Source: an optimization exercise on an open RTL-to-GDS flow (aim: small area, a short achievable clock period and few clock cycles per item). Production flows keep margins and buffers that such runs may drop.
RTL that was checked went through simulation tests only; none was proved equivalent to the original.
No functional check of the RTL was part of runs 1 to 3, 7 and 8.

==> flow/design.v, too long to show whole: its modules and the start of the top module <==
// module fxMulStage1: 2479 lines
// module recipStep2: 18 lines
// module matrixProcessor: 139 lines
module matrixProcessor #(
	parameter WIDTH = 32
) (
	input wire clk,
	input wire rst_n,
	input wire start,
	input wire [13:0] workItemCount,
	input wire [WIDTH - 1:0] matrixInAddr,
	input wire [WIDTH - 1:0] dataInAddr,
	input wire [WIDTH - 1:0] dataOutAddr,
	input wire [WIDTH - 1:0] dataIn,
	output reg [WIDTH - 1:0] readAddr,
	output reg [WIDTH - 1:0] writeAddr,
	output reg [WIDTH - 1:0] writeData,
	output reg writeEn
	);
  // ...
==> flow/run.sh <==
#!/bin/bash
# synth_recipe.tcl (not shown) runs the flow's synth.tcl, then flattens the netlist and writes it again
# the make line also repeats each setting of config.mk as NAME=value (left out here)
make -C /OpenROAD-flow-scripts/flow DESIGN_CONFIG=/design/flow/config.mk WORK_HOME=/design/flow/orfs CLKGATE_MAP_FILE= SYNTH_SCRIPT=/design/flow/synth_recipe.tcl finish
==> flow/config.mk <==
export PLATFORM = sky130hd
export DESIGN_NAME = matrixProcessor
export DESIGN_NICKNAME = matrixProcessor
export VERILOG_FILES = /design/flow/design.v
export SDC_FILE = /design/flow/constraint.sdc
export NUM_CORES = 4
export LEC_CHECK = 0
export ABC_CLOCK_PERIOD_IN_PS = 4500
export CAP_MARGIN = 50
export CORE_MARGIN = 2
export CORE_UTILIZATION = 55
export SLEW_MARGIN = 70
==> flow/constraint.sdc <==
create_clock -name core_clock -period 20.0 [get_ports {clk}]
set_input_delay 4.0000 -clock core_clock [delete_from_list [all_inputs] [get_ports {clk}]]
set_output_delay 4.0000 -clock core_clock [all_outputs]
set_load 0.01 [all_outputs]
==> flow_summary_export.csv, run 1 <==
group,metric,value,unit
outcome,status,"no timing/DRC/antenna violations",
grt,use_met2,53.18,%
placed_design,hpwl,125000,um
clock_network,cts_setup_buffers,0,
synth,synth_area,58670,um^2
placed_design,dp_cells,7141,
detailed_routing,postRouteAntennaNets,0,
synth,synth_ff_type,"dfxtp_1",
sta,fin_ws,14210,ps
grt,grtUsageMet1,46.37,%
synth,yosys.area_share.simple,14.85,%
synth,synthXorXnorAreaFrac,4.822,%
synth,postSynthCellCount,5655,
clock_network,hold_buffers,0,
grt,grt_max_degree,64,
finish,final_util,63.64,%
synth,yosysUniqueCellTypes,74,
finish,fin_cells,7312,
clock_network,cts_tree,"yes",
detailed_routing,drc_errors,0,
floorplan,row_count,119,
grt,use_met3,6.174,%
critical_path,cp-endpoint,"writeData[20]",
finish,fin_nets,6984,
synth,synth-async-reset-ratio,0,%
critical_path,cpLargestDelayFamily,"buffers and inverters",
critical_path,startpoint,"writeData[20]",
detailed_routing,wl,178200,um
finish,multi_input_area_share,53.89,%
critical_path,rr_startpoint,"m[1]",
critical_path,worstPathRequired,16000,ps
placed_design,gp_congestion,0.9094,
synth,synthAdderAreaFrac,31.66,%
critical_path,crit_cells,1,
sta,worst_pin_slew,492.1,ps
sta,max_slew_margin,67.19,%
floorplan,io_pins,242,
==> inputs of run 2 (changes only) <==
==> flow/flow/run.sh (new file) <==
#!/bin/bash
set -euo pipefail
bash standard.sh SETUP_SLACK_MARGIN=14.5 finish > flow_make.log 2>&1
==> flow/standard.sh (new file) <==
#!/bin/bash
# synth_recipe.tcl (not shown) runs the flow's synth.tcl, then flattens the netlist and writes it again
# the make line also repeats each setting of config.mk as NAME=value (left out here)
make -C /OpenROAD-flow-scripts/flow DESIGN_CONFIG=/design/flow/config.mk WORK_HOME=/design/flow/orfs CLKGATE_MAP_FILE= SYNTH_SCRIPT=/design/flow/synth_recipe.tcl "${@:-finish}"
--- a/flow/config.mk
+++ b/flow/config.mk
@@ -6,7 +6,7 @@
 export NUM_CORES = 4
 export LEC_CHECK = 0
 export ABC_CLOCK_PERIOD_IN_PS = 4500
-export CAP_MARGIN = 50
+export CAP_MARGIN = 20
 export CORE_MARGIN = 2
 export CORE_UTILIZATION = 55
-export SLEW_MARGIN = 70
+export SLEW_MARGIN = 20
removed: flow/run.sh
==> run 2 against run 1 <==
Net effect:
- clock skew fell by 2.5 ps
- core utilization is 1.3 points lower
- critical path depth unchanged
- wire length is 0.71% higher
- setup slack improved by 370 ps
- synthesized cell count did not move
- die area unchanged
- via count is 0.23% higher
- design area down 2.1%
- sequential share of layout area is 0.65 points higher
- count of clock-buffer cells in the layout is 2 lower
- fmax is 6.8% higher
- critical endpoint is now writeData[1]
==> flow_summary_export.csv, run 2 <==
group,metric,value,unit
outcome,status,"no timing/DRC/antenna violations",
finish,layout_common_cells,"inv_1, fa_1, and2_1, nand2_1, dfxtp_1",
clock_network,cts_tree,"yes",
clock_network,cts.clk_slew.worst_paths,60,ps
critical_path,crit_path_max_incr_delay,440,ps
worst_hold_path,hold_class,"reg2reg",
synth,yosysUniqueCellTypes,74,
floorplan,row_count,119,
sta,setup_tns,0,ps
critical_path,worst-r2r-setup-slack,14670,ps
detailed_routing,wl,179500,um
synth,synth-async-reset-ratio,0,%
finish,final_common_cell,"inv_1",
sta,hold_ws,309.9,ps
grt,antenna_found_initial,20,
run,maxCapViolCount,0,
sta,rsz0062_at_grt,"no",
critical_path,path_cells,"dlygate4sd2_1",
grt,use_met3,6.588,%
critical_path,cp_max_fo,3,
synth,synth_ff_type,"dfxtp_1",
clock_network,hold_buffers,0,
synth,syn-num-nets,6796,
finish,syn_to_final_growth,12.08,%
clock_network,clock-root-buffer,"clkbuf_16",
critical_path,worst-path-buf-inv,1,
floorplan,fp.coreArea,105600,um^2
sta,max_slew_margin,19.53,%
clock_network,clkSinkCount,770,
grt,top_usage_layer,"met2",
critical_path,slowest_stage,"dfxtp_1",
synth,synth.ff_latch_count,770,
floorplan,die_area,109300,um^2
synth,yosysTopAreaCellShare,27.77,%
grt,use_met2,53.14,%
critical_path,critical_path_class,"reg2out",
floorplan,die_h,330.6,um
finish,largest_reg_flops,128,
placed_design,gp_congestion,0.9094,
clock_network,clock_latency,660,ps
finish,fin_cells,7278,
sta,finalSetupViolCount,0,
synth,yosysMostFrequentCell,"inv_1",
critical_path,startpoint,"writeData[1]",
detailed_routing,postRouteAntennaNets,0,
detailed_routing,drc_errors,0,
grt,grt_pass1_wl,267200,um
synth,ys_warn_count,1,
finish,n_fill_cell,8899,
synth,synth_edf_count,323,
synth,postSynthCellCount,5655,
critical_path,worst_r2r_endpoint,"rem[1]",
detailed_routing,wl_per_cell,24.66,um
critical_path,critPathCaptureType,"output pin",
detailed_routing,vias,41487,
detailed_routing,dr.pass1.iters,5,
synth,synth.largest_area_cell,"fa_1",
grt,grtUsageMet1,46.28,%
critical_path,cpLargestDelayFamily,"flip-flops",
sta,worst_pin_slew,1207,ps
sta,max_freq,184.6,MHz
synth,seq_area_frac_synth,31.78,%
sta,period_minus_slack,5418,ps
placed_design,io_buffer_count,241,
sta,finalHoldViolCount,0,
floorplan,die_w,330.6,um
grt,grt_pass1_vias,42225,
placed_design,dp_cells,7088,
critical_path,crit_cells,1,
detailed_routing,via_per_inst,5.700,
critical_path,cp-endpoint,"writeData[1]",
detailed_routing,drt_iter0_markers,3671,
grt,overflow,0,
finish,multi_input_area,35920,um^2
floorplan,initial_core_util,55.58,%
finish,ff_latch_area,18760,um^2
critical_path,worstPathRequired,16000,ps
synth,synth.avg_cell_area,10.38,um^2
grt,grt_max_degree,96,
clock_network,cts_buffers,82,
floorplan,io_pins,242,
placed_design,hpwl,120700,um
critical_path,rr_startpoint,"m[2]",
finish,fin_nets,6952,
synth,synth_area,58670,um^2
synth,ys_top_cells_by_count,"inv_1, fa_1, and2_1",
critical_path,arrival,1420,ps
sta,drv_slew,0,
critical_path,rr_worst_depth,23,
finish,final_layout_size_suffix_gt1_share,7.414,%
grt,track_usage,33.28,%
synth,synthTopCellsByArea,"fa_1, edfxtp_1, dfxtp_1",
clock_network,cts_max_level,3,
sta,skew,33.29,ps
sta,period_share,27.09,%
clock_network,cts.path.max_buffers,3,
critical_path,crit_path_start_kind,"flop",
==> run 2: changes by cell type in the layout (fill, tap and decap cells not counted), moves of 20 or more <==
cell,delta
buf_4,+72
clkdlybuf4s50_1,-100
buf_6,-36
dlygate4sd2_1,+97
buf_16,-20
dfxtp_2,+39
dfxtp_1,-34
==> run 2: kinds of logic (layout without fill, tap and decap cells) <==
| kind of cell | after synthesis | count (layout) | share of synthesized area [%] |
|---|---|---|---|
| muxes | 120 | 120 | 2.162 |
| AOI/OAI and AO/OA | 647 | 647 | 7.180 |
| other | 0 | 6 | 0 |
| DFF | 770 | 770 | 31.78 |
| and+or+nand+nor | 1626 | 1627 | 14.85 |
| xor gates and xnor gates | 323 | 323 | 4.822 |
| buffers and inverters | 1173 | 1398 | 7.543 |
| adders and majority gates | 996 | 996 | 31.66 |
==> run 2: metal layers <==
layer,vias to the layer above,part of all wire (%)
met4,0,3.2
met3,363,8.8
met1,21051,42
met2,1816,46
met5,-,0
li1,18257,-
==> run 2: cell type report <==
| class | count | share of cell area [%] |
|---|---|---|
| multi-input combinational | 3713 | 54.62 |
| sequential | 770 | 28.53 |
| inverter | 898 | 5.128 |
| timing repair buffer | 346 | 4.825 |
| clock buffer | 109 | 3.509 |
| tap | 1391 | 2.647 |
| clock inverter | 45 | 0.7154 |
| antenna | 6 | 0.02283 |
==> run 2: repair_timing <==
item | CTS | global route
cloned | 1 | 2
setup buffers | 3 | 21
gates resized for setup | 150 | 48
pin swaps | 1 | 9
setup endpoints to repair | 165 | 39
endpoints found under the hold margin | 0 | 0
==> run 2: metrics by stage <==
| step | setup WS, ps | utilization (%) | cell area (um^2) |
|---|---|---|---|
| 6_report | 14580 | 62.29 | 65760 |
| 2_1_floorplan | 14950 | - | 58670 |
| 3_5_place_dp | 13540 | 59.16 | 62450 |
| 4_1_cts | 14510 | 61.80 | 65240 |
| 3_3_place_gp | 13830 | 59.16 | 62450 |
| 5_1_grt | 14450 | 62.28 | 65740 |
==> run 2: worst min-delay path by stage <==
stage            start       to  slack, ps  cells after the start
6_report       vb1[27]  vb0[27]        310                      0
5_1_grt        vb1[27]  vb0[27]        330                      0
4_1_cts        vb1[27]  vb0[27]        320                      0
3_5_place_dp    vb1[4]   vb0[4]        310                      0
3_3_place_gp   vb2[27]  vb1[27]        310                      0
2_1_floorplan   vb1[0]   vb0[0]        310                      0
==> inputs of run 3 (changes only) <==
==> flow/flow/run.sh (replaced) <==
#!/bin/bash
set -euo pipefail
bash standard.sh SETUP_SLACK_MARGIN=15.0 MATCH_CELL_FOOTPRINT=0 \
	"BUFFER_PORTS_ARGS=-buffer_cell sky130_fd_sc_hd__buf_4" finish > flow_make.log 2>&1
==> run 3 against run 2 <==
Net effect:
- sequential cell count is the same
- core utilization grew 1.2 points
- area after synthesis is the same
- design area grew 2.0%
- clock skew shrank 2.2 ps
- setup slack gained 240 ps
- sequential share of layout area shrank 0.26 points
- synthesized cell count is the same
- wire length grew 1.8%
- critical path depth is the same
- critical endpoint is now readAddr[1]
==> flow_summary_export.csv, run 3 <==
group,metric,value,unit
synth,synth.ff_latch_count,770,
sta,period_share,25.89,%
detailed_routing,vias,42065,
placed_design,gp_congestion,0.9085,
synth,yosysUniqueCellTypes,74,
finish,final_layout_size_suffix_gt1_share,15.25,%
synth,ys_warn_count,1,
synth,syn-num-nets,6796,
finish,largest_reg_flops,128,
synth,synth-async-reset-ratio,0,%
outcome,status,"no timing/DRC/antenna violations",
clock_network,cts_tree,"yes",
grt,overflow,0,
synth,synth_edf_count,323,
finish,layout_common_cells,"inv_1, fa_1, and2_1, nand2_1, buf_4",
synth,synth.largest_area_cell,"fa_1",
sta,finalSetupViolCount,0,
grt,grt_pass1_wl,271300,um
clock_network,cts_buffers,80,
floorplan,die_area,109300,um^2
sta,fin_ws,14820,ps
floorplan,fp.coreArea,105600,um^2
sta,skew,31.11,ps
synth,seq_area_frac_synth,31.78,%
clock_network,hold_buffers,0,
detailed_routing,dr.pass1.iters,6,
synth,ys_top_cells_by_count,"inv_1, fa_1, and2_1",
worst_hold_path,hold_class,"reg2reg",
finish,multi_input_area,36210,um^2
clock_network,clock_latency,640,ps
clock_network,clkSinkCount,770,
finish,fin_nets,7077,
critical_path,slowest_stage,"edfxtp_1",
clock_network,clock-root-buffer,"clkbuf_16",
detailed_routing,met3WireLength,15130,um
placed_design,io_buffer_count,241,
grt,antenna_found_initial,17,
sta,rsz0062_at_grt,"yes",
finish,syn_to_final_growth,14.30,%
floorplan,io_pins,242,
critical_path,cpLargestDelayFamily,"flip-flops",
synth,postSynthCellCount,5655,
critical_path,worstPathRequired,16000,ps
synth,synth_area,58670,um^2
finish,ff_latch_area,18960,um^2
floorplan,die_w,330.6,um
finish,n_fill_cell,8780,
synth,synth.avg_cell_area,10.38,um^2
floorplan,die_h,330.6,um
clock_network,cts.path.max_buffers,3,
critical_path,critical_path_class,"reg2out",
critical_path,crit_path_start_kind,"flop",
grt,track_usage,33.71,%
critical_path,crit_path_max_incr_delay,410,ps
critical_path,cp_max_fo,2,
synth,yosysTopAreaCellShare,27.77,%
detailed_routing,via_per_inst,5.689,
floorplan,initial_core_util,55.58,%
grt,grt_max_degree,96,
critical_path,critPathCaptureType,"output pin",
detailed_routing,postRouteAntennaNets,0,
placed_design,hpwl,122800,um
critical_path,arrival,1180,ps
sta,max_slew_margin,26.78,%
detailed_routing,drt_iter0_markers,3350,
detailed_routing,drc_errors,0,
sta,period_minus_slack,5178,ps
synth,yosysMostFrequentCell,"inv_1",
detailed_routing,wl,182700,um
run,maxCapViolCount,0,
sta,drv_slew,0,
sta,finalHoldViolCount,0,
detailed_routing,top_layer,"met4",
detailed_routing,wl_met1,75420,um
finish,final_common_cell,"inv_1",
floorplan,row_count,119,
synth,synthTopCellsByArea,"fa_1, edfxtp_1, dfxtp_1",
placed_design,dp_slack,13540,ps
detailed_routing,wl_per_cell,24.71,um
detailed_routing,wl_met2,85580,um
sta,max_freq,193.1,MHz
clock_network,cts.clk_slew.worst_paths,60,ps
sta,worst_pin_slew,1098,ps
synth,synth_ff_type,"dfxtp_1",
sta,setup_tns,0,ps
grt,grt_pass1_vias,43031,
critical_path,worst-path-buf-inv,1,
critical_path,path_cells,"buf_6",
clock_network,cts_max_level,3,
## run 3: cell counts after synthesis
No cell type changed its count.
## run 3: repair_timing
action,CTS,global route
cloned,2,2
buffers inserted,90,51
resized for setup,304,84
pin swaps,15,39
endpoints found under the setup margin,190,150
## run 3: worst reg2reg max path: cells and delay by family, from the launching register on
family                     cells  cell delay (ps)
AOI/OAI and AO/OA             13             2600
xor gates and xnor gates       1              140
adders and majority gates      2              520
and+or+nand+nor                3              580
buffers and inverters          3              480
DFF                            1              450
## run 3: final timing paths
kind                                   from     endpoint  slack, ps  cells after the start
worst max-delay path            readAddr[1]  readAddr[1]      14820                      1
worst min-delay path                vb3[21]      vb2[21]        300                      0
worst max register to register         m[7]       rem[3]      15120                     22
worst min register to register      vb3[21]      vb2[21]        300                      0
## run 3: area by class of cell
class | instances | area share [%]
flip-flops and latches | 770 | 28.27
diodes | 2 | 0.007463
clock inverters | 46 | 0.7668
clock buffers | 101 | 3.302
multi-input cells | 3713 | 53.99
well taps | 1391 | 2.595
repair buffers | 473 | 6.041
inverters | 898 | 5.028
## run 3: per-layer routing
metal / vias up / global-route usage [%]
met5: - / 0
met4: 0 / 10.66
met3: 380 / 5.611
met2: 1758 / 54.96
met1: 21449 / 46.27
li1: 18478 / -
## run 3: cells by family (layout without fill, tap and decap cells)
| logic type | after synthesis | in the layout | share of synthesized area (%) |
|---|---|---|---|
| buf+inv | 1173 | 1518 | 7.543 |
| xor+xnor | 323 | 323 | 4.822 |
| mux | 120 | 120 | 2.162 |
| fa+ha+maj | 996 | 996 | 31.66 |
| simple gates | 1626 | 1627 | 14.85 |
| other cells | 0 | 2 | 0 |
| flops | 770 | 770 | 31.78 |
| compound gates | 647 | 647 | 7.180 |
## run 3: per-stage QoR
stage	hold slack, ps	util (%)	cell area (um^2)	cells
floorplan	309.6	-	58680	5655
global placement	309.8	58.67	61930	7099
detailed placement	312.1	58.67	61930	7099
CTS	299.4	62.73	66220	7338
global route	319.8	63.52	67060	7393
finish	298.0	63.53	67060	7394
==> module matrixProcessor, before the edit <==
module matrixProcessor #(
	parameter WIDTH = 32
) (
	input wire clk,
	input wire rst_n,
	input wire start,
	input wire [13:0] workItemCount,
	input wire [WIDTH - 1:0] matrixInAddr,
	input wire [WIDTH - 1:0] dataInAddr,
	input wire [WIDTH - 1:0] dataOutAddr,
	input wire [WIDTH - 1:0] dataIn,
	output reg [WIDTH - 1:0] readAddr,
	output reg [WIDTH - 1:0] writeAddr,
	output reg [WIDTH - 1:0] writeData,
	output reg writeEn
	);
	reg busy;
	reg [4:0] rs;
	reg pro;           
	reg macOn;         
	reg divOn;         
	reg wrOn;          
	reg [13:0] fcnt;   
	reg accept;        
	reg notLast;       
	wire finalW = busy & wrOn & ~divOn & (rs == 5'd3);
	wire frameEnd = (rs == 5'd19);
	wire [4:0] rsNext = accept ? 5'd16 : (frameEnd ? 5'd0 : rs + 5'd1);
	wire wrOnNext = accept ? 1'b0 : (frameEnd ? divOn : wrOn);
	wire busyNext = accept | (busy & ~finalW);
	always @(posedge clk) begin
		if (~rst_n) begin
			busy <= 1'b0;
			writeEn <= 1'b0;
			accept <= 1'b0;
		end else begin
			accept <= start & (~busy | finalW);
			busy <= busyNext;
			writeEn <= busyNext & wrOnNext & (rsNext <= 5'd3);
		end
	end
	reg atRs0;     
	reg atMac;     
	reg atVLoad;   
	reg atS2Mac;   
	always @(posedge clk) begin
		atRs0 <= (rsNext == 5'd0);
		atMac <= (rsNext >= 5'd1) & (rsNext <= 5'd16);
		atVLoad <= (rsNext >= 5'd17) | (rsNext == 5'd0);
		atS2Mac <= (rsNext >= 5'd3) & (rsNext <= 5'd18);
	end
	always @(posedge clk) begin
		notLast <= (fcnt != workItemCount);
		rs <= rsNext;
		wrOn <= wrOnNext;
		if (accept) begin
			pro <= 1'b1;
			macOn <= 1'b0;
			divOn <= 1'b0;
			fcnt <= 14'd0;
		end else if (frameEnd) begin
			pro <= 1'b0;
			divOn <= macOn;
			macOn <= pro | (macOn & notLast);
			if (~pro) fcnt <= fcnt + 14'd1;
		end
	end
	reg [WIDTH - 1:0] vptr;   
	wire [WIDTH - 1:0] readAddrInc = readAddr + 32'd4;
	always @(posedge clk) begin
		if (accept) readAddr <= dataInAddr;
		else if (frameEnd) readAddr <= matrixInAddr;
		else if (rs == 5'd15) readAddr <= vptr;
		else readAddr <= readAddrInc;
		if (frameEnd) vptr <= readAddrInc;
		writeAddr <= accept ? dataOutAddr : writeAddr + {31'd0, writeEn};
	end
	reg [WIDTH - 1:0] vb0, vb1, vb2, vb3;
	reg [WIDTH - 1:0] opA, opB;
	reg [WIDTH - 1:0] racc [0:3];
	reg [WIDTH - 1:0] rh0, rh1, rh2;   
	reg [WIDTH - 1:0] m;               
	reg wneg;                          
	reg [WIDTH - 1:0] q;               
	reg [WIDTH - 1:0] rem;
	wire [WIDTH - 1:0] qs = wneg ? (~q + 32'd1) : q;
	wire [WIDTH - 1:0] w = wneg ? (~m + 32'd1) : m;
	always @(posedge clk) begin
		vb0 <= vb1;
		vb1 <= vb2;
		vb2 <= vb3;
		vb3 <= atVLoad ? dataIn : vb0;
		opA <= atMac ? dataIn : qs;
		case (rs)
			5'd17: opB <= rh0;
			5'd18: opB <= rh1;
			5'd19: opB <= rh2;
			5'd0:  opB <= w;
			default: opB <= vb0;
		endcase
	end
	wire [WIDTH - 1:0] t0, t1, t2;
	wire [1:0] tc;
	fxMulStage1 mul1 (.a(opA), .b(opB), .hi0(t0), .hi1(t1), .hi2(t2), .c16(tc));
	reg [WIDTH - 1:0] p0, p1, p2;
	reg [1:0] pc;
	always @(posedge clk) begin
		p0 <= t0;
		p1 <= t1;
		p2 <= t2;
		pc <= tc;
	end
	wire [3:0] j2 = rs[3:0] - 4'd3;
	wire accHold = atS2Mac & (j2[1:0] != 2'd0);
	wire [WIDTH - 1:0] accIn = accHold ? writeData : {WIDTH{1'b0}};
	wire [WIDTH - 1:0] sum = accIn + p0 + p1 + p2 + {30'd0, pc};
	always @(posedge clk) begin
		writeData <= sum;
		if (atS2Mac & (j2[1:0] == 2'd3)) racc[j2[3:2]] <= sum;
	end
	wire [WIDTH - 1:0] r3 = racc[3];
	wire remInit = ~((r3 == 32'd0) | (r3 == 32'd1) | (r3 == 32'hFFFFFFFF));
	wire [WIDTH - 1:0] rem2;
	wire qb1, qb0;
	recipStep2 st (.rem(rem), .m(m), .remNext(rem2), .q1(qb1), .q0(qb0));
	always @(posedge clk) begin
		if (atRs0) begin
			rh0 <= racc[0];
			rh1 <= racc[1];
			rh2 <= racc[2];
			m <= r3[WIDTH - 1] ? (~r3 + 32'd1) : r3;
			wneg <= r3[WIDTH - 1];
			rem <= {31'd0, remInit};
		end else begin
			rem <= rem2;
		end
		if (atMac) q <= {q[WIDTH - 3:0], qb1, qb0};
	end
endmodule
==> inputs of run 4 (changes only) <==
--- a/flow/design.v
+++ b/flow/design.v
@@ -2523,9 +2523,8 @@
 	reg divOn;         
 	reg wrOn;          
 	reg [13:0] fcnt;   
-	reg accept;        
-	reg notLast;       
 	wire finalW = busy & wrOn & ~divOn & (rs == 5'd3);
+	wire accept = start & (~busy | finalW);
 	wire frameEnd = (rs == 5'd19);
 	wire [4:0] rsNext = accept ? 5'd16 : (frameEnd ? 5'd0 : rs + 5'd1);
 	wire wrOnNext = accept ? 1'b0 : (frameEnd ? divOn : wrOn);
@@ -2534,9 +2533,7 @@
 		if (~rst_n) begin
 			busy <= 1'b0;
 			writeEn <= 1'b0;
-			accept <= 1'b0;
 		end else begin
-			accept <= start & (~busy | finalW);
 			busy <= busyNext;
 			writeEn <= busyNext & wrOnNext & (rsNext <= 5'd3);
 		end
@@ -2552,7 +2549,6 @@
 		atS2Mac <= (rsNext >= 5'd3) & (rsNext <= 5'd18);
 	end
 	always @(posedge clk) begin
-		notLast <= (fcnt != workItemCount);
 		rs <= rsNext;
 		wrOn <= wrOnNext;
 		if (accept) begin
@@ -2563,7 +2559,7 @@
 		end else if (frameEnd) begin
 			pro <= 1'b0;
 			divOn <= macOn;
-			macOn <= pro | (macOn & notLast);
+			macOn <= pro | (macOn & (fcnt != workItemCount));
 			if (~pro) fcnt <= fcnt + 14'd1;
 		end
 	end
==> flow/run.sh (new file) <==
#!/bin/bash
# synth_recipe.tcl (not shown) runs the flow's synth.tcl, then flattens the netlist and writes it again
# the make line also repeats each setting of config.mk as NAME=value (left out here)
make -C /OpenROAD-flow-scripts/flow DESIGN_CONFIG=/design/flow/config.mk WORK_HOME=/design/flow/orfs CLKGATE_MAP_FILE= SYNTH_SCRIPT=/design/flow/synth_recipe.tcl finish
removed: flow/flow/run.sh
removed: flow/standard.sh
==> run 4 against run 3 <==
Net effect:
- via count about the same
- design area down 2.5%
- fmax down 33%
- still clean on timing, DRC and antenna
- worst hold slack better by 24 ps
- die area up 0.48%
==> flow_summary_export.csv, run 4 <==
group,metric,value,unit
clock_network,clock-root-buffer,"clkbuf_16",
floorplan,die_h,331.4,um
clock_network,clock_latency,650,ps
critical_path,critPathCaptureType,"flop",
critical_path,cp_max_fo,18,
synth,synth.largest_area_cell,"fa_1",
sta,max_freq,129.2,MHz
critical_path,crit_path_start_kind,"flop",
clock_network,cts_resized,0,
synth,synth.avg_cell_area,10.23,um^2
synth,synthTopCellsByArea,"fa_1, edfxtp_1, dfxtp_1",
detailed_routing,drc_errors,0,
detailed_routing,dr.pass1.iters,6,
finish,fin_area,65360,um^2
critical_path,path_cells,"inv_1, ha_1, a211oi_1, nor2_1, o311ai_0, a21oi_1, nor4_1, xnor2_1, ha_1, nand4_1, nor2_1, a211oi_1, o221a_2, a21oi_1, a41oi_1, o21a_1, nand3_1, nand2_1, inv_1, o311a_1",
floorplan,row_count,120,
critical_path,arrival,8270,ps
clock_network,cts_tree,"yes",
grt,grt_pass1_vias,43305,
detailed_routing,top_layer,"met5",
floorplan,initial_core_util,55.23,%
finish,syn_to_final_growth,10.87,%
detailed_routing,vias,42075,
sta,finalHoldViolCount,0,
finish,fin_nets,7024,
synth,synth_edf_count,323,
sta,setup_tns,0,ps
grt,antenna_found_initial,18,
placed_design,io_buffer_count,241,
floorplan,die_area,109800,um^2
grt,grt_max_degree,93,
synth,synth_ff_type,"dfxtp_1",
clock_network,cts.path.max_buffers,3,
finish,final_util,61.23,%
synth,yosysTopAreaCellShare,27.64,%
sta,finalSetupViolCount,0,
sta,period_share,38.70,%
critical_path,worst-r2r-setup-slack,12260,ps
sta,max_slew_margin,23.50,%
clock_network,cts.clk_slew.worst_paths,60,ps
grt,grt_pass1_wl,272900,um
synth,ys_top_cells_by_count,"inv_1, fa_1, and2_1",
sta,period_minus_slack,7739,ps
finish,largest_reg_flops,128,
synth,syn-num-nets,6906,
critical_path,critical_path_class,"reg2reg",
sta,worst_pin_slew,1148,ps
critical_path,crit_path_max_incr_delay,840,ps
clock_network,cts_buffers,79,
placed_design,placed_area,62750,um^2
finish,final_layout_size_suffix_gt1_share,5.447,%
synth,postSynthCellCount,5765,
detailed_routing,wl_met1,76040,um
critical_path,worstPathRequired,20530,ps
synth,synth_area,58950,um^2
floorplan,die_w,331.4,um
sta,rsz0062_at_grt,"no",
finish,final_common_cell,"inv_1",
outcome,status,"no timing/DRC/antenna violations",
synth,synth-async-reset-ratio,0,%
detailed_routing,wl,180100,um
detailed_routing,wl_per_cell,24.48,um
run,maxCapViolCount,0,
finish,layout_common_cells,"inv_1, fa_1, and2_1, nand2_1, dfxtp_1",
grt,overflow,0,
floorplan,io_pins,242,
placed_design,gp_congestion,0.9467,
sta,hold_ws,322.5,ps
critical_path,slowest_stage,"nor4_1",
synth,ys_warn_count,1,
detailed_routing,met3WireLength,13030,um
clock_network,cts_setup_buffers,0,
synth,seq_area_frac_synth,31.56,%
placed_design,hpwl,124700,um
synth,synth.ff_latch_count,768,
clock_network,cts_max_level,3,
detailed_routing,wl_met2,83700,um
grt,track_usage,33.13,%
worst_hold_path,hold_class,"reg2reg",
detailed_routing,via_per_inst,5.721,
sta,skew,32.45,ps
detailed_routing,postRouteAntennaNets,0,
synth,yosysMostFrequentCell,"inv_1",
clock_network,clkSinkCount,768,
clock_network,hold_buffers,0,
detailed_routing,drt_iter0_markers,3423,
synth,yosysUniqueCellTypes,78,
floorplan,fp.coreArea,106800,um^2
sta,drv_slew,0,
-- run 4: cell types whose count changed in the layout (fill, tap and decap cells not counted), moves of 34 or more --
cell             before  now
buf_4               356   77
clkdlybuf4s50_1       0  241
buf_6               110    0
dfxtp_1             308  403
nand2_1             412  475
dfxtp_4              54    2
dfxtp_2              85   40
o21ai_0             135  169
-- run 4: path summary, 6_finish.rpt --
kind | start | to | depth (start not counted)
min | vb3[3] | vb2[3] | 0
max | m[1] | rem[7] | 20
min reg2reg | vb3[3] | vb2[3] | 0
max reg2reg | m[1] | rem[7] | 20
-- run 4: routing by layer --
| layer | vias up | global-route usage [%] |
|---|---|---|
| met5 | - | 0 |
| met2 | 1616 | 53.12 |
| li1 | 18597 | - |
| met3 | 351 | 4.724 |
| met1 | 21507 | 46.15 |
| met4 | 4 | 12.13 |
-- run 4: area by class of cell --
type | instances | area [um^2]
clock buffers | 101 | 2142
repair buffers | 319 | 3018
well taps | 1403 | 1755
fillers | 9182 | 41390
inverters | 897 | 3368
clock inverters | 45 | 429.2
multi-input cells | 3818 | 35970
flip-flops and latches | 768 | 18670
diodes | 4 | 10.01
-- run 4: logic make-up after synthesis --
logic type	Yosys count	share of synthesized area, %
XOR/XNOR	318	4.724
AND/OR/NAND/NOR	1738	15.59
flip-flops	768	31.56
AO/OA/AOI/OAI	697	7.840
buffers and inverters	1179	7.526
adder cells (fa/ha/maj)	996	31.50
multiplexers	69	1.248
-- run 4: worst max-delay path, delay by kind of cell, from the launching register on --
| kind | cells | cell delay, ps |
|---|---|---|
| buffers and inverters | 2 | 540 |
| xor gates and xnor gates | 1 | 260 |
| DFF | 1 | 460 |
| AOI/OAI and AO/OA | 9 | 3030 |
| adders and majority gates | 2 | 800 |
| and+or+nand+nor | 6 | 2520 |
-- run 4: per-stage QoR --
stage               worst slack [ps]  instances
floorplan                      14730       5765
global placement               12580       7204
detailed placement             12480       7204
CTS                            12450       7350
global route                   11890       7351
finish                         12260       7355
Testbench counts of run 4, summed over its fixed seeds: cycles 34,848, items 1,630.
==> inputs of run 5 (changes only) <==
--- a/flow/design.v
+++ b/flow/design.v
@@ -2523,8 +2523,9 @@
 	reg divOn;         
 	reg wrOn;          
 	reg [13:0] fcnt;   
+	reg accept;        
+	reg notLast;       
 	wire finalW = busy & wrOn & ~divOn & (rs == 5'd3);
-	wire accept = start & (~busy | finalW);
 	wire frameEnd = (rs == 5'd19);
 	wire [4:0] rsNext = accept ? 5'd16 : (frameEnd ? 5'd0 : rs + 5'd1);
 	wire wrOnNext = accept ? 1'b0 : (frameEnd ? divOn : wrOn);
@@ -2533,7 +2534,9 @@
 		if (~rst_n) begin
 			busy <= 1'b0;
 			writeEn <= 1'b0;
+			accept <= 1'b0;
 		end else begin
+			accept <= start & (~busy | finalW);
 			busy <= busyNext;
 			writeEn <= busyNext & wrOnNext & (rsNext <= 5'd3);
 		end
@@ -2549,6 +2552,7 @@
 		atS2Mac <= (rsNext >= 5'd3) & (rsNext <= 5'd18);
 	end
 	always @(posedge clk) begin
+		notLast <= (fcnt != workItemCount);
 		rs <= rsNext;
 		wrOn <= wrOnNext;
 		if (accept) begin
@@ -2559,18 +2563,20 @@
 		end else if (frameEnd) begin
 			pro <= 1'b0;
 			divOn <= macOn;
-			macOn <= pro | (macOn & (fcnt != workItemCount));
+			macOn <= pro | (macOn & notLast);
 			if (~pro) fcnt <= fcnt + 14'd1;
 		end
 	end
-	reg [WIDTH - 1:0] vptr;   
+	reg [WIDTH - 1:2] vptr;   
 	wire [WIDTH - 1:0] readAddrInc = readAddr + 32'd4;
+	wire readMatrixNext = (rsNext <= 5'd15);
 	always @(posedge clk) begin
-		if (accept) readAddr <= dataInAddr;
-		else if (frameEnd) readAddr <= matrixInAddr;
-		else if (rs == 5'd15) readAddr <= vptr;
-		else readAddr <= readAddrInc;
-		if (frameEnd) vptr <= readAddrInc;
+		if (accept) readAddr[31:2] <= dataInAddr[31:2];
+		else if (frameEnd) readAddr[31:2] <= matrixInAddr[31:2];
+		else if (rs == 5'd15) readAddr[31:2] <= vptr[31:2];
+		else readAddr[31:2] <= readAddrInc[31:2];
+		readAddr[1:0] <= readMatrixNext ? matrixInAddr[1:0] : dataInAddr[1:0];
+		if (frameEnd) vptr[31:2] <= readAddrInc[31:2];
 		writeAddr <= accept ? dataOutAddr : writeAddr + {31'd0, writeEn};
 	end
 	reg [WIDTH - 1:0] vb0, vb1, vb2, vb3;
==> flow/flow/run.sh (new file) <==
#!/bin/bash
set -euo pipefail
bash standard.sh SETUP_SLACK_MARGIN=15.0 MATCH_CELL_FOOTPRINT=0 \
	"BUFFER_PORTS_ARGS=-buffer_cell sky130_fd_sc_hd__buf_4" finish > flow_make.log 2>&1
==> flow/standard.sh (new file) <==
#!/bin/bash
# synth_recipe.tcl (not shown) runs the flow's synth.tcl, then flattens the netlist and writes it again
# the make line also repeats each setting of config.mk as NAME=value (left out here)
make -C /OpenROAD-flow-scripts/flow DESIGN_CONFIG=/design/flow/config.mk WORK_HOME=/design/flow/orfs CLKGATE_MAP_FILE= SYNTH_SCRIPT=/design/flow/synth_recipe.tcl "${@:-finish}"
--- a/flow/config.mk
+++ b/flow/config.mk
@@ -5,6 +5,7 @@
 export SDC_FILE = /design/flow/constraint.sdc
 export NUM_CORES = 4
 export LEC_CHECK = 0
+export ABC_AREA = 1
 export ABC_CLOCK_PERIOD_IN_PS = 4500
 export CAP_MARGIN = 20
 export CORE_MARGIN = 2
removed: flow/run.sh
==> run 5 against run 4 <==
Net effect:
- area after synthesis is 4.5% higher
- count of clock-buffer cells in the layout is 4 higher
- critical endpoint is now writeData[14]
- clock skew is 46 ps higher
- synthesized cell count is 27% higher
- non-clock buffer count is 98 higher
- sequential cell count stayed put
- core utilization is 1.6 points higher
- setup slack better by 2500 ps
- largest cell class unchanged
- global-route usage is 2.1 points higher
- critical path depth is 19 lower
==> flow_summary_export.csv, run 5 <==
group,metric,value,unit
synth,ys_warn_count,1,
synth,synth.avg_cell_area,8.420,um^2
sta,period_minus_slack,5203,ps
run,maxCapViolCount,0,
grt,grt_max_degree,87,
critical_path,path_cells,"buf_6",
detailed_routing,top_layer,"met5",
detailed_routing,wl,201900,um
clock_network,cts.path.max_buffers,3,
synth,synth_edf_count,319,
grt,overflow,0,
detailed_routing,wl_met1,80810,um
critical_path,worstPathRequired,16000,ps
detailed_routing,drt_iter0_markers,4547,
clock_network,cts_max_level,3,
sta,worst_pin_slew,1253,ps
outcome,status,"no timing/DRC/antenna violations",
synth,yosysMostFrequentCell,"inv_1",
placed_design,dp_cells,8849,
critical_path,worst-path-buf-inv,1,
sta,skew,78.18,ps
detailed_routing,via_per_inst,5.356,
finish,syn_to_final_growth,13.04,%
synth,seq_area_frac_synth,30.15,%
detailed_routing,vias,48822,
critical_path,crit_path_max_incr_delay,380,ps
placed_design,io_buffer_count,241,
floorplan,die_h,338.6,um
finish,fin_cells,9115,
synth,synth.largest_area_cell,"fa_1",
critical_path,arrival,1200,ps
synth,yosysUniqueCellTypes,66,
detailed_routing,postRouteAntennaNets,0,
clock_network,cts_tree,"yes",
critical_path,cpLargestDelayFamily,"flip-flops",
synth,postSynthCellCount,7315,
grt,grt_pass1_wl,303600,um
floorplan,initial_core_util,55.58,%
clock_network,clkSinkCount,768,
detailed_routing,met3WireLength,20830,um
worst_hold_path,hold_class,"reg2reg",
detailed_routing,wl_met2,91470,um
clock_network,hold_buffers,0,
detailed_routing,wl_per_cell,22.15,um
critical_path,critPathCaptureType,"output pin",
sta,max_slew_margin,16.44,%
synth,ys_top_cells_by_count,"inv_1, nand2_1, fa_1",
grt,track_usage,35.26,%
sta,finalHoldViolCount,0,
floorplan,io_pins,242,
detailed_routing,dr.pass1.iters,5,
synth,yosysTopAreaCellShare,26.46,%
clock_network,cts.clk_slew.worst_paths,60,ps
clock_network,clock-root-buffer,"clkbuf_16",
finish,fin_nets,8693,
grt,grt_pass1_vias,49578,
placed_design,gp_congestion,0.9583,
placed_design,hpwl,144200,um
grt,antenna_found_initial,9,
synth,synth.ff_latch_count,768,
synth,synth_area,61590,um^2
clock_network,cts_buffers,86,
critical_path,crit_path_start_kind,"flop",
sta,setup_tns,0,ps
sta,finalSetupViolCount,0,
sta,drv_slew,0,
finish,final_layout_size_suffix_gt1_share,10.52,%
floorplan,row_count,122,
clock_network,clock_latency,710,ps
critical_path,critical_path_class,"reg2out",
sta,max_freq,192.2,MHz
detailed_routing,drc_errors,0,
sta,period_share,26.01,%
finish,largest_reg_flops,128,
synth,synth-async-reset-ratio,0,%
finish,final_common_cell,"inv_1",
critical_path,cp_max_fo,2,
floorplan,die_area,114700,um^2
finish,layout_common_cells,"inv_1, nand2_1, fa_1, nor2_1, dfxtp_1",
synth,synthTopCellsByArea,"fa_1, edfxtp_1, dfxtp_1",
synth,syn-num-nets,8456,
floorplan,die_w,338.6,um
synth,synth_ff_type,"dfxtp_1",
critical_path,slowest_stage,"dfxtp_4",
sta,rsz0062_at_grt,"yes",
floorplan,fp.coreArea,110800,um^2
-- run 5: worst paths after layout --
kind         depth (start not counted)  slack, ps             to           from
min reg2reg                          0        300         vb2[6]         vb3[6]
max                                  1      14800  writeData[14]  writeData[14]
max reg2reg                         12      15120         p2[18]         opB[9]
min                                  0        300         vb2[6]         vb3[6]
-- run 5: layer usage --
layer	global-route usage, %	up-vias
li1	-	22235
met1	47.69	23772
met2	55.47	2318
met3	7.963	493
met4	13.61	4
met5	0	-
-- run 5: cells by family (layout without fill, tap and decap cells) --
logic type	count (synthesis)	in the layout	synth area share, %
AND/OR/NAND/NOR	2414	2418	16.01
flip-flops	768	768	30.15
adder cells (fa/ha/maj)	996	996	30.15
XOR/XNOR	243	243	3.455
other	0	1	0
buffers and inverters	2204	2511	13.53
AO/OA/AOI/OAI	665	665	6.249
multiplexers	25	25	0.4571
-- run 5: layout make-up --
type / count / area [um^2]
timing repair inverter: 1 / 7.507
inverter: 1931 / 7254
antenna: 1 / 2.502
timing repair buffer: 417 / 3671
clock inverter: 57 / 726.9
multi-input combinational: 4347 / 34960
sequential: 768 / 18830
fill: 9707 / 41200
clock buffer: 105 / 2306
tap: 1488 / 1862
-- run 5: what timing repair did --
action                                  in CTS  in global routing
endpoints found under the setup margin     156                177
pin swaps                                    4                 10
buffers inserted                            68                 28
gates cloned                                 5                  2
resized for setup                          250                 71
-- run 5: through the flow --
| step | area, um^2 | util [%] | setup slack (ps) | hold slack [ps] |
|---|---|---|---|---|
| global placement | 64820 | 58.49 | 14500 | 310.3 |
| floorplan | 61590 | - | 15200 | 309.6 |
| global route | 69620 | 62.82 | 14760 | 303.2 |
| detailed placement | 64820 | 58.49 | 14340 | 312.1 |
| finish | 69620 | 62.82 | 14800 | 304.7 |
| CTS | 69120 | 62.37 | 14750 | 295.9 |
Testbench counts of run 5, summed over its fixed seeds: cycles 34,928, items 1,630.
==> inputs of run 6 (changes only) <==
--- a/flow/config.mk
+++ b/flow/config.mk
@@ -5,7 +5,6 @@
 export SDC_FILE = /design/flow/constraint.sdc
 export NUM_CORES = 4
 export LEC_CHECK = 0
-export ABC_AREA = 1
 export ABC_CLOCK_PERIOD_IN_PS = 4500
 export CAP_MARGIN = 20
 export CORE_MARGIN = 2
==> run 6 against run 5 <==
Net effect:
- wire length is 10% lower
- first-iteration DRC count shrank 17%
- design area down 3.1%
- synthesized cell count is 22% lower
- core utilization up 0.46 points
- die area fell by 4.3%
- clock skew fell by 11 ps
- count of clock-buffer cells in the layout is 4 lower
- via count fell by 13%
- non-clock buffer count up 51
- critical path type unchanged
- largest cell class unchanged
==> flow_summary_export.csv, run 6 <==
group,metric,value,unit
outcome,status,"no timing/DRC/antenna violations",
detailed_routing,wl,181700,um
synth,synth-async-reset-ratio,0,%
sta,max_slew_margin,17.55,%
synth,synth.largest_area_cell,"fa_1",
critical_path,worst_r2r_endpoint,"rem[15]",
synth,synth_top_family_by_area,"adder cells",
sta,worst_pin_slew,1237,ps
critical_path,slowest_stage,"dfxtp_4",
critical_path,critical_path_class,"reg2out",
grt,grt_pass1_vias,43056,
synth,yosysUniqueCellTypes,82,
run,maxCapViolCount,0,
sta,rsz0062_at_grt,"yes",
synth,synthXorXnorAreaFrac,4.745,%
sta,finalSetupViolCount,0,
detailed_routing,via_per_inst,5.670,
critical_path,worst-path-buf-inv,1,
sta,period_share,26.24,%
critical_path,worstPathRequired,16000,ps
critical_path,cp-endpoint,"writeData[20]",
synth,synthTopCellsByArea,"fa_1, edfxtp_1, dfxtp_1",
floorplan,die_area,109800,um^2
grt,grt_max_degree,74,
critical_path,rr_worst_depth,20,
sta,period_minus_slack,5248,ps
sta,max_freq,190.5,MHz
clock_network,clock-root-buffer,"clkbuf_16",
synth,synthAdderAreaFrac,31.51,%
finish,layout_common_cells,"inv_1, fa_1, and2_1, nand2_1, buf_4",
synth,synth_mux_area_share,1.862,%
critical_path,startpoint,"writeData[20]",
synth,yosys.area_share.simple,15.25,%
finish,fin_nets,7156,
grt,track_usage,33.21,%
clock_network,hold_buffers,0,
detailed_routing,wl_per_cell,24.25,um
synth,synth.ff_latch_count,768,
sta,finalHoldViolCount,0,
sta,skew,67.02,ps
clock_network,cts.clk_slew.worst_paths,80,ps
grt,overflow,0,
clock_network,cts_buffers,84,
synth,synth_area,58940,um^2
floorplan,die_w,331.4,um
floorplan,initial_core_util,55.29,%
floorplan,die_h,331.4,um
synth,ys_top_cells_by_count,"inv_1, fa_1, and2_1",
detailed_routing,dr.pass1.iters,8,
synth,seq_area_frac_synth,31.50,%
clock_network,cts_tree,"yes",
placed_design,gp_congestion,0.9273,
grt,antenna_found_initial,15,
synth,synth_ff_type,"dfxtp_1",
detailed_routing,drt_iter0_markers,3796,
floorplan,row_count,120,
synth,synth.avg_cell_area,10.27,um^2
sta,setup_tns,0,ps
grt,grt_pass1_wl,272100,um
synth,yosysMostFrequentCell,"inv_1",
critical_path,cp_max_fo,2,
finish,final_common_cell,"inv_1",
worst_hold_path,hold_class,"reg2reg",
sta,hold_ws,311.7,ps
finish,syn_to_final_growth,14.46,%
detailed_routing,vias,42483,
sta,drv_slew,0,
critical_path,crit_cells,1,
placed_design,hpwl,124500,um
critical_path,cpLargestDelayFamily,"flip-flops",
detailed_routing,drc_errors,0,
synth,synth_edf_count,319,
critical_path,critPathCaptureType,"output pin",
finish,largest_reg_flops,128,
critical_path,rr_startpoint,"m[2]",
synth,synth_compound_area_share,7.570,%
clock_network,cts.path.max_buffers,3,
detailed_routing,postRouteAntennaNets,0,
finish,final_layout_size_suffix_gt1_share,15.41,%
synth,postSynthCellCount,5737,
synth,ys_warn_count,1,
critical_path,crit_path_start_kind,"flop",
synth,syn-num-nets,6878,
placed_design,io_buffer_count,241,
clock_network,cts_max_level,3,
synth,yosysTopAreaCellShare,27.65,%
critical_path,path_cells,"buf_6",
clock_network,clkSinkCount,768,
floorplan,io_pins,242,
critical_path,crit_path_max_incr_delay,430,ps
clock_network,clock_latency,680,ps
floorplan,fp.coreArea,106600,um^2
critical_path,worst-r2r-setup-slack,15110,ps
critical_path,arrival,1250,ps
## run 6: metrics by stage
stage | area (um^2) | std cells | util (%) | setup WS, ps
after floorplan | 58940 | 5737 | - | 15200
after global placement | 62170 | 7186 | 58.32 | 13840
after detailed placement | 62170 | 7186 | 58.32 | 13770
after CTS | 66610 | 7436 | 62.48 | 14720
after global routing | 67450 | 7491 | 63.28 | 14730
final | 67460 | 7493 | 63.28 | 14750
## run 6: worst min path at each step
stage	startpoint	to	slack [ps]	cells past startpoint
4_1_cts	vb2[29]	vb1[29]	320	0
3_3_place_gp	vb2[5]	vb1[5]	310	0
3_5_place_dp	vb1[20]	vb0[20]	310	0
5_1_grt	vb2[20]	vb1[20]	330	0
6_report	vb2[29]	vb1[29]	310	0
2_1_floorplan	vb1[0]	vb0[0]	310	0
## run 6: what timing repair did
item | CTS | global route
pin swaps | 11 | 40
setup buffers | 91 | 53
gates resized for setup | 296 | 102
cloned | 1 | 0
setup endpoints to repair | 189 | 155
endpoints found under the hold margin | 0 | 0
## run 6: cell families after synthesis
family | count (synthesis)
DFF | 768
adders and majority gates | 996
buffers and inverters | 1180
muxes | 102
xor gates and xnor gates | 315
AOI/OAI and AO/OA | 677
and+or+nand+nor | 1699
## run 6: final cells by class
| cell class | count | area (um^2) |
|---|---|---|
| Timing Repair Buffer | 468 | 3969 |
| Fill cell | 8978 | 39140 |
| Clock buffer | 101 | 2278 |
| Multi-Input combinational cell | 3790 | 36510 |
| Sequential cell | 768 | 18880 |
| Clock inverter | 57 | 648.1 |
| Tap cell | 1403 | 1755 |
| Inverter | 903 | 3410 |
| Antenna cell | 3 | 7.507 |
## run 6: metal layers
layer  routed length (um)  track usage, %  up-vias
li1                     -               -    18771
met1                77230           47.43    21622
met2                82610           51.73     1722
met3                15350           5.963      366
met4                 6540           10.56        2
met5                   11               0        -
==> inputs of run 7 (changes only) <==
--- a/flow/design.v
+++ b/flow/design.v
@@ -2523,9 +2523,9 @@
 	reg divOn;         
 	reg wrOn;          
 	reg [13:0] fcnt;   
-	reg accept;        
 	reg notLast;       
 	wire finalW = busy & wrOn & ~divOn & (rs == 5'd3);
+	wire accept = start & (~busy | finalW);
 	wire frameEnd = (rs == 5'd19);
 	wire [4:0] rsNext = accept ? 5'd16 : (frameEnd ? 5'd0 : rs + 5'd1);
 	wire wrOnNext = accept ? 1'b0 : (frameEnd ? divOn : wrOn);
@@ -2534,9 +2534,7 @@
 		if (~rst_n) begin
 			busy <= 1'b0;
 			writeEn <= 1'b0;
-			accept <= 1'b0;
 		end else begin
-			accept <= start & (~busy | finalW);
 			busy <= busyNext;
 			writeEn <= busyNext & wrOnNext & (rsNext <= 5'd3);
 		end
==> flow/flow/run.sh (replaced) <==
#!/bin/bash
# The standard layout with these changes to how it is made:
# - synthesis maps the logic without Yosys's early "abc -fast" pass (the
#   registers are the standard synthesis's; full adders are then found in the
#   RTL's own adder structure rather than in ABC's restructured gates);
# - timing repair aims well past the clock period: repair_timing treats any
#   path with less than SETUP_SLACK_MARGIN of slack as failing;
set -euo pipefail
bash standard.sh SYNTH_ARGS=-noabc SETUP_SLACK_MARGIN=15.0 MATCH_CELL_FOOTPRINT=0 \
	"BUFFER_PORTS_ARGS=-buffer_cell sky130_fd_sc_hd__buf_4" finish > flow_make.log 2>&1
==> run 7 against run 6 <==
Net effect:
- still clean
- critical path depth rose by 21
- wire length fell by 3.0%
- area after synthesis fell by 4.2%
- critical path type is now reg2reg
- largest cell class unchanged
==> flow_summary_export.csv, run 7 <==
group,metric,value,unit
outcome,status,"no timing/DRC/antenna violations",
detailed_routing,vias,39917,
clock_network,cts.path.max_buffers,3,
worst_hold_path,hold_class,"reg2reg",
floorplan,row_count,117,
sta,max_slew_margin,19.07,%
sta,drv_slew,0,
finish,final_layout_size_suffix_gt1_share,17.43,%
synth,seq_area_frac_synth,32.86,%
synth,ys_warn_count,1,
finish,largest_reg_flops,128,
grt,grt_pass1_wl,262500,um
synth,synth_ff_type,"dfxtp_1",
clock_network,clkSinkCount,767,
finish,final_common_cell,"and2_1",
placed_design,hpwl,115900,um
placed_design,io_buffer_count,241,
grt,track_usage,33.39,%
synth,yosysUniqueCellTypes,89,
sta,max_freq,188.6,MHz
finish,ff_latch_area,18840,um^2
sta,skew,39.99,ps
detailed_routing,wl_per_cell,26.24,um
placed_design,gp_congestion,0.9060,
synth,synthTopCellsByArea,"fa_1, edfxtp_1, dfxtp_1",
grt,grt_max_degree,136,
detailed_routing,drc_errors,0,
synth,synth_area,56440,um^2
sta,period_minus_slack,5302,ps
floorplan,io_pins,242,
critical_path,worstPathRequired,20570,ps
synth,synth_edf_count,319,
critical_path,rr_startpoint,"m[2]",
synth,synth.largest_area_cell,"fa_1",
detailed_routing,via_per_inst,5.944,
detailed_routing,drt_iter0_markers,3564,
floorplan,initial_core_util,55.47,%
finish,syn_to_final_growth,15.54,%
synth,postSynthCellCount,4976,
critical_path,startpoint,"m[2]",
critical_path,crit_path_start_kind,"flop",
clock_network,clock-root-buffer,"clkbuf_16",
sta,worst_pin_slew,1212,ps
detailed_routing,postRouteAntennaNets,0,
synth,yosysMostFrequentCell,"and2_1",
floorplan,die_w,324.3,um
grt,overflow,0,
clock_network,cts_tree,"yes",
finish,multi_input_area,37080,um^2
critical_path,critical_path_class,"reg2reg",
sta,period_share,26.51,%
sta,finalSetupViolCount,0,
detailed_routing,dr.pass1.iters,6,
floorplan,die_area,105200,um^2
clock_network,cts_max_level,3,
clock_network,cts_buffers,84,
critical_path,arrival,5870,ps
critical_path,cp_max_fo,5,
floorplan,fp.coreArea,101700,um^2
sta,finalHoldViolCount,0,
clock_network,clock_latency,660,ps
run,maxCapViolCount,0,
grt,antenna_found_initial,11,
synth,yosysTopAreaCellShare,28.91,%
finish,layout_common_cells,"and2_1, fa_1, buf_4, nand2_1, edfxtp_1",
sta,rsz0062_at_grt,"yes",
detailed_routing,wl,176200,um
critical_path,critPathCaptureType,"flop",
sta,setup_tns,0,ps
synth,synth-async-reset-ratio,0,%
clock_network,cts.clk_slew.worst_paths,60,ps
synth,syn-num-nets,6119,
finish,fin_nets,6413,
synth,synth.avg_cell_area,11.34,um^2
clock_network,hold_buffers,0,
floorplan,die_h,324.3,um
synth,synth.ff_latch_count,767,
sta,hold_ws,307.1,ps
grt,grt_pass1_vias,41247,
finish,n_fill_cell,8085,
synth,ys_top_cells_by_count,"and2_1, fa_1, dfxtp_1",
worst_hold_path,worstHoldStart,"vb3[24]",
run 7: logic make-up (layout without fill, tap and decap cells):
group / count (synthesis) / after routing / share of synthesized area, %
flops: 767 / 767 / 32.86
fa+ha+maj: 998 / 998 / 32.96
other cells: 0 / 8 / 0
simple gates: 1693 / 1695 / 16.52
xor+xnor: 319 / 319 / 5.017
compound gates: 692 / 692 / 8.158
mux: 89 / 89 / 1.663
buf+inv: 418 / 780 / 2.813
run 7: cell type report:
| cell class | count | share of cell area [%] |
|---|---|---|
| antenna | 8 | 0.03070 |
| clock inverter | 37 | 0.5909 |
| inverter | 148 | 0.8557 |
| clock buffer | 119 | 3.695 |
| tap | 1368 | 2.625 |
| multi-input combinational | 3793 | 56.87 |
| sequential | 767 | 28.89 |
| timing repair buffer | 476 | 6.447 |
run 7: what timing repair did:
item,CTS,global route
pin swaps,38,56
endpoints found under the setup margin,187,166
gates cloned,3,2
resized for setup,297,137
setup buffers,103,64
run 7: layer usage:
metal	share of wire [%]	global-route usage, %	routed length, um	vias to the layer above
li1	-	-	-	17290
met2	47	53.66	82900	1861
met3	8.4	6.076	14880	319
met4	3.3	11.41	5774	2
met1	41	45.86	72670	20445
met5	0.015	0	26	-
run 7: path summary, 6_finish.rpt:
check	slack [ps]	end	cells after the start
max	14700	rem[28]	22
min	310	vb2[24]	0
max reg2reg	14700	rem[28]	22
min reg2reg	310	vb2[24]	0
run 7: metrics by stage:
stage | utilization (%) | instances | area, um^2 | worst slack [ps]
finish | 64.10 | 6716 | 65210 | 14700
global route | 64.08 | 6708 | 65190 | 14590
CTS | 63.03 | 6642 | 64130 | 14700
detailed placement | 58.57 | 6380 | 59590 | 13720
global placement | 58.57 | 6380 | 59590 | 13760
floorplan | - | 4976 | 56510 | 14950
run 7: critical path, stage by stage, from the launching register on:
cell and delay [ps]:
edfxtp_1 380, inv_2 70, ha_4 260, or3b_4 390, a221oi_4 360, a2111oi_4 180, a311oi_4 460, a41oi_2 240
o221ai_1 240, a21oi_1 100, xnor2_1 220, ha_1 300, a21oi_2 120, nor2b_1 60, a2111oi_2 260, o21ai_1 130
a211oi_2 220, buf_4 160, and3_4 210, xnor2_4 100, buf_6 180, or4b_4 480, o211ai_2 70
==> module recipStep2, before the edit <==
module recipStep2 (
	input wire [31:0] rem,
	input wire [31:0] m,
	output wire [31:0] remNext,
	output wire q1,
	output wire q0
	);
	wire [34:0] r4 = {1'b0, rem, 2'b00};
	wire [34:0] m1 = {3'b000, m};
	wire [34:0] m2 = {2'b00, m, 1'b0};
	wire [34:0] t1 = {1'b0, rem, 1'b0} - m1;       
	wire [34:0] ta = r4 - m1 - m2;                 
	wire [34:0] tb = r4 - m1;                      
	assign q1 = ~t1[34];
	assign q0 = q1 ? ~ta[34] : ~tb[34];
	assign remNext = q1 ? (q0 ? ta[31:0] : {t1[30:0], 1'b0})
	                    : (q0 ? tb[31:0] : {rem[29:0], 2'b00});
endmodule
==> inputs of run 8 (changes only) <==
--- a/flow/design.v
+++ b/flow/design.v
@@ -2486,12 +2486,15 @@
 	output wire q1,
 	output wire q0
 	);
+	wire [34:0] r2 = {2'b00, rem, 1'b0};
 	wire [34:0] r4 = {1'b0, rem, 2'b00};
-	wire [34:0] m1 = {3'b000, m};
-	wire [34:0] m2 = {2'b00, m, 1'b0};
-	wire [34:0] t1 = {1'b0, rem, 1'b0} - m1;       
-	wire [34:0] ta = r4 - m1 - m2;                 
-	wire [34:0] tb = r4 - m1;                      
+	wire [34:0] nm1 = ~{3'b000, m};
+	wire [34:0] nm2 = ~{2'b00, m, 1'b0};
+	wire [34:0] cs = r4 ^ nm1 ^ nm2;
+	wire [34:0] cc = (r4 & nm1) | (r4 & nm2) | (nm1 & nm2);
+	wire [34:0] t1 = r2 + nm1 + 35'd1;                  
+	wire [34:0] ta = cs + {cc[33:0], 1'b0} + 35'd2;     
+	wire [34:0] tb = r4 + nm1 + 35'd1;                  
 	assign q1 = ~t1[34];
 	assign q0 = q1 ? ~ta[34] : ~tb[34];
 	assign remNext = q1 ? (q0 ? ta[31:0] : {t1[30:0], 1'b0})
@@ -2542,12 +2545,17 @@
 	reg atRs0;     
 	reg atMac;     
 	reg atVLoad;   
-	reg atS2Mac;   
+	reg accHold;   
+	reg [3:0] rowEnd;   
 	always @(posedge clk) begin
 		atRs0 <= (rsNext == 5'd0);
 		atMac <= (rsNext >= 5'd1) & (rsNext <= 5'd16);
 		atVLoad <= (rsNext >= 5'd17) | (rsNext == 5'd0);
-		atS2Mac <= (rsNext >= 5'd3) & (rsNext <= 5'd18);
+		accHold <= (rsNext >= 5'd3) & (rsNext <= 5'd18) & (rsNext[1:0] != 2'd3);
+		rowEnd[0] <= (rsNext == 5'd6);
+		rowEnd[1] <= (rsNext == 5'd10);
+		rowEnd[2] <= (rsNext == 5'd14);
+		rowEnd[3] <= (rsNext == 5'd18);
 	end
 	always @(posedge clk) begin
 		notLast <= (fcnt != workItemCount);
@@ -2612,13 +2620,14 @@
 		p2 <= t2;
 		pc <= tc;
 	end
-	wire [3:0] j2 = rs[3:0] - 4'd3;
-	wire accHold = atS2Mac & (j2[1:0] != 2'd0);
 	wire [WIDTH - 1:0] accIn = accHold ? writeData : {WIDTH{1'b0}};
 	wire [WIDTH - 1:0] sum = accIn + p0 + p1 + p2 + {30'd0, pc};
 	always @(posedge clk) begin
 		writeData <= sum;
-		if (atS2Mac & (j2[1:0] == 2'd3)) racc[j2[3:2]] <= sum;
+		if (rowEnd[0]) racc[0] <= sum;
+		if (rowEnd[1]) racc[1] <= sum;
+		if (rowEnd[2]) racc[2] <= sum;
+		if (rowEnd[3]) racc[3] <= sum;
 	end
 	wire [WIDTH - 1:0] r3 = racc[3];
 	wire remInit = ~((r3 == 32'd0) | (r3 == 32'd1) | (r3 == 32'hFFFFFFFF));
==> run 8 against run 7 <==
Net effect:
- sequential share of layout area is 0.19 points higher
- first-iteration DRC count is 10% lower
- area after synthesis is 2.2% higher
- register-to-register slack better by 480 ps
- final cell count is 1.2% higher
- via count is 0.35% higher
- fmax is 1.6% higher
- sequential cell count is 4 higher
- critical path type is now reg2out
- critical endpoint is now writeData[6]
==> flow_summary_export.csv, run 8 <==
group,metric,value,unit
outcome,status,"no timing/DRC/antenna violations",
synth,synth_area,57660,um^2
clock_network,cts.path.max_buffers,3,
worst_hold_path,hold_depth,0,
synth,ys_warn_count,2,
worst_hold_path,hold_class,"reg2reg",
critical_path,worstPathRequired,16000,ps
placed_design,io_buffer_count,241,
floorplan,die_area,107400,um^2
sta,finalHoldViolCount,0,
floorplan,die_w,327.8,um
synth,yosysMostFrequentCell,"and2_1",
grt,track_usage,34.06,%
critical_path,crit_cells,1,
clock_network,cts_tree,"yes",
critical_path,cpLargestDelayFamily,"flip-flops",
critical_path,critical_path_class,"reg2out",
synth,ys_top_cells_by_count,"and2_1, fa_1, dfxtp_1",
finish,final_layout_size_suffix_gt1_share,13.35,%
placed_design,dp_cells,6556,
detailed_routing,wl_per_cell,26.41,um
synth,synth_ff_type,"dfxtp_1",
grt,antenna_found_initial,15,
critical_path,rr_startpoint,"opA[9]",
floorplan,row_count,118,
sta,drv_slew,0,
sta,max_freq,191.7,MHz
synth,synth.largest_area_cell,"fa_1",
placed_design,hpwl,124400,um
sta,rsz0062_at_grt,"yes",
clock_network,clock_latency,710,ps
finish,fin_area,64860,um^2
grt,grt_pass1_vias,41938,
finish,fin_cells,6798,
critical_path,rr_worst_depth,10,
sta,fin_ws,14780,ps
finish,layout_common_cells,"and2_1, fa_1, nand2_1, dfxtp_1, edfxtp_1",
floorplan,fp.coreArea,103800,um^2
finish,final_util,62.49,%
sta,setup_tns,0,ps
detailed_routing,wl,179500,um
clock_network,cts.clk_slew.worst_paths,60,ps
run,maxCapViolCount,0,
placed_design,gp_congestion,0.9130,
sta,period_share,26.08,%
finish,syn_to_final_growth,12.49,%
clock_network,cts_max_level,3,
synth,synth_edf_count,319,
finish,final_common_cell,"and2_1",
critical_path,worst-path-buf-inv,1,
grt,grt_max_degree,75,
floorplan,io_pins,242,
synth,postSynthCellCount,5143,
detailed_routing,vias,40057,
detailed_routing,drc_errors,0,
critical_path,cp_max_fo,2,
floorplan,die_h,327.8,um
critical_path,worst_r2r_endpoint,"pc[1]",
synth,yosysTopAreaCellShare,29.34,%
clock_network,clock-root-buffer,"clkbuf_16",
critical_path,crit_path_max_incr_delay,400,ps
worst_hold_path,worstHoldStart,"vb1[6]",
critical_path,crit_path_start_kind,"flop",
==> run 8: cell types whose count changed after synthesis, moves of 12 or more <==
cell / previous run / this run
nand2b_1: 26 / 39
o211ai_1: 23 / 42
ha_1: 183 / 217
o21ai_0: 157 / 181
inv_1: 148 / 240
a21oi_1: 153 / 141
nand3_1: 68 / 56
mux2i_1: 51 / 20
o21a_1: 45 / 33
a211oi_1: 25 / 44
fa_1: 815 / 845
clkbuf_1: 248 / 268
==> run 8: cells by family (layout without fill, tap and decap cells) <==
kind of cell,Yosys count,after routing,synth area share (%)
AOI/OAI and AO/OA,718,718,8.190
xor gates and xnor gates,311,311,4.724
adders and majority gates,1062,1062,34.05
buffers and inverters,521,787,3.481
DFF,771,771,32.31
muxes,58,58,1.089
other,0,9,0
and+or+nand+nor,1702,1702,16.16
==> run 8: worst max path at each step <==
stage / startpoint / end
3_5_place_dp: start / atMac
2_1_floorplan: start / readAddr[2]
3_3_place_gp: start / atMac
5_1_grt: writeData[7] / writeData[7]
6_report: writeData[6] / writeData[6]
4_1_cts: writeData[7] / writeData[7]
==> run 8: final cells by class <==
| class | instances | area [um^2] |
|---|---|---|
| Antenna cell | 9 | 22.52 |
| Clock buffer | 101 | 2282 |
| Clock inverter | 57 | 653.1 |
| Fill cell | 8486 | 38930 |
| Inverter | 240 | 903.4 |
| Multi-Input combinational cell | 3851 | 37080 |
| Sequential cell | 771 | 18860 |
| Tap cell | 1380 | 1727 |
| Timing Repair Buffer | 389 | 3334 |
==> run 8: repair_timing <==
item                       in CTS  in global routing
setup endpoints to repair     102                131
gates resized for setup       223                 21
pin swaps                       0                  0
setup buffers                  63                 12
==> run 8: layer usage <==
layer	wire length [um]	share of wire [%]	vias to the layer above	global-route usage, %
met5	0	0	-	0
met4	8505	4.7	0	14.81
met2	85190	47	1649	55.45
met1	72930	41	20520	45.23
met3	12890	7.2	375	5.731
li1	-	-	17513	-

-- port drivers added, routing unchanged --
How much do the figures lean on ideal ports? The routed layouts below were timed once more, with nothing changed but the port constraints. Step 1, drivers: a clkbuf_16 drives clk and a buf_2 each remaining input, both assumed. Step 2 adds t to the input delays and takes it off the output delays; t is the mean of the earliest and latest rising clock arrival at the registers after step 1. Input paths then give back, and output paths get back, about the clock's delay inside the block. a / b / c = ideal ports / drivers / drivers and shift; a / b = the first two.
run	t, ns	setup slack, ns	worst setup path at the end	worst register clock-pin slew, ns
run 1	0.718	14.215 / 14.132 / 14.261	register to register	0.07 / 0.07
run 2	0.720	14.582 / 14.500 / 14.673	register to register	0.07 / 0.07
run 3	0.709	14.822 / 14.736 / 14.986	input to register	0.07 / 0.07
run 4	0.720	12.261 / 12.261 / 12.261	register to register	0.07 / 0.07
run 5	0.752	14.797 / 14.717 / 15.070	input to register	0.08 / 0.08
run 6	0.721	14.752 / 14.681 / 15.106	input to register	0.08 / 0.08
run 7	0.712	14.698 / 14.698 / 14.494	input to register	0.07 / 0.07
run 8	0.750	14.783 / 14.709 / 14.482	input to register	0.07 / 0.07
After both steps every run listed still meets setup and hold. For run 8, which loses most, drivers alone change the setup slack by -0.074 ns; drivers and shift together by -0.301 ns.
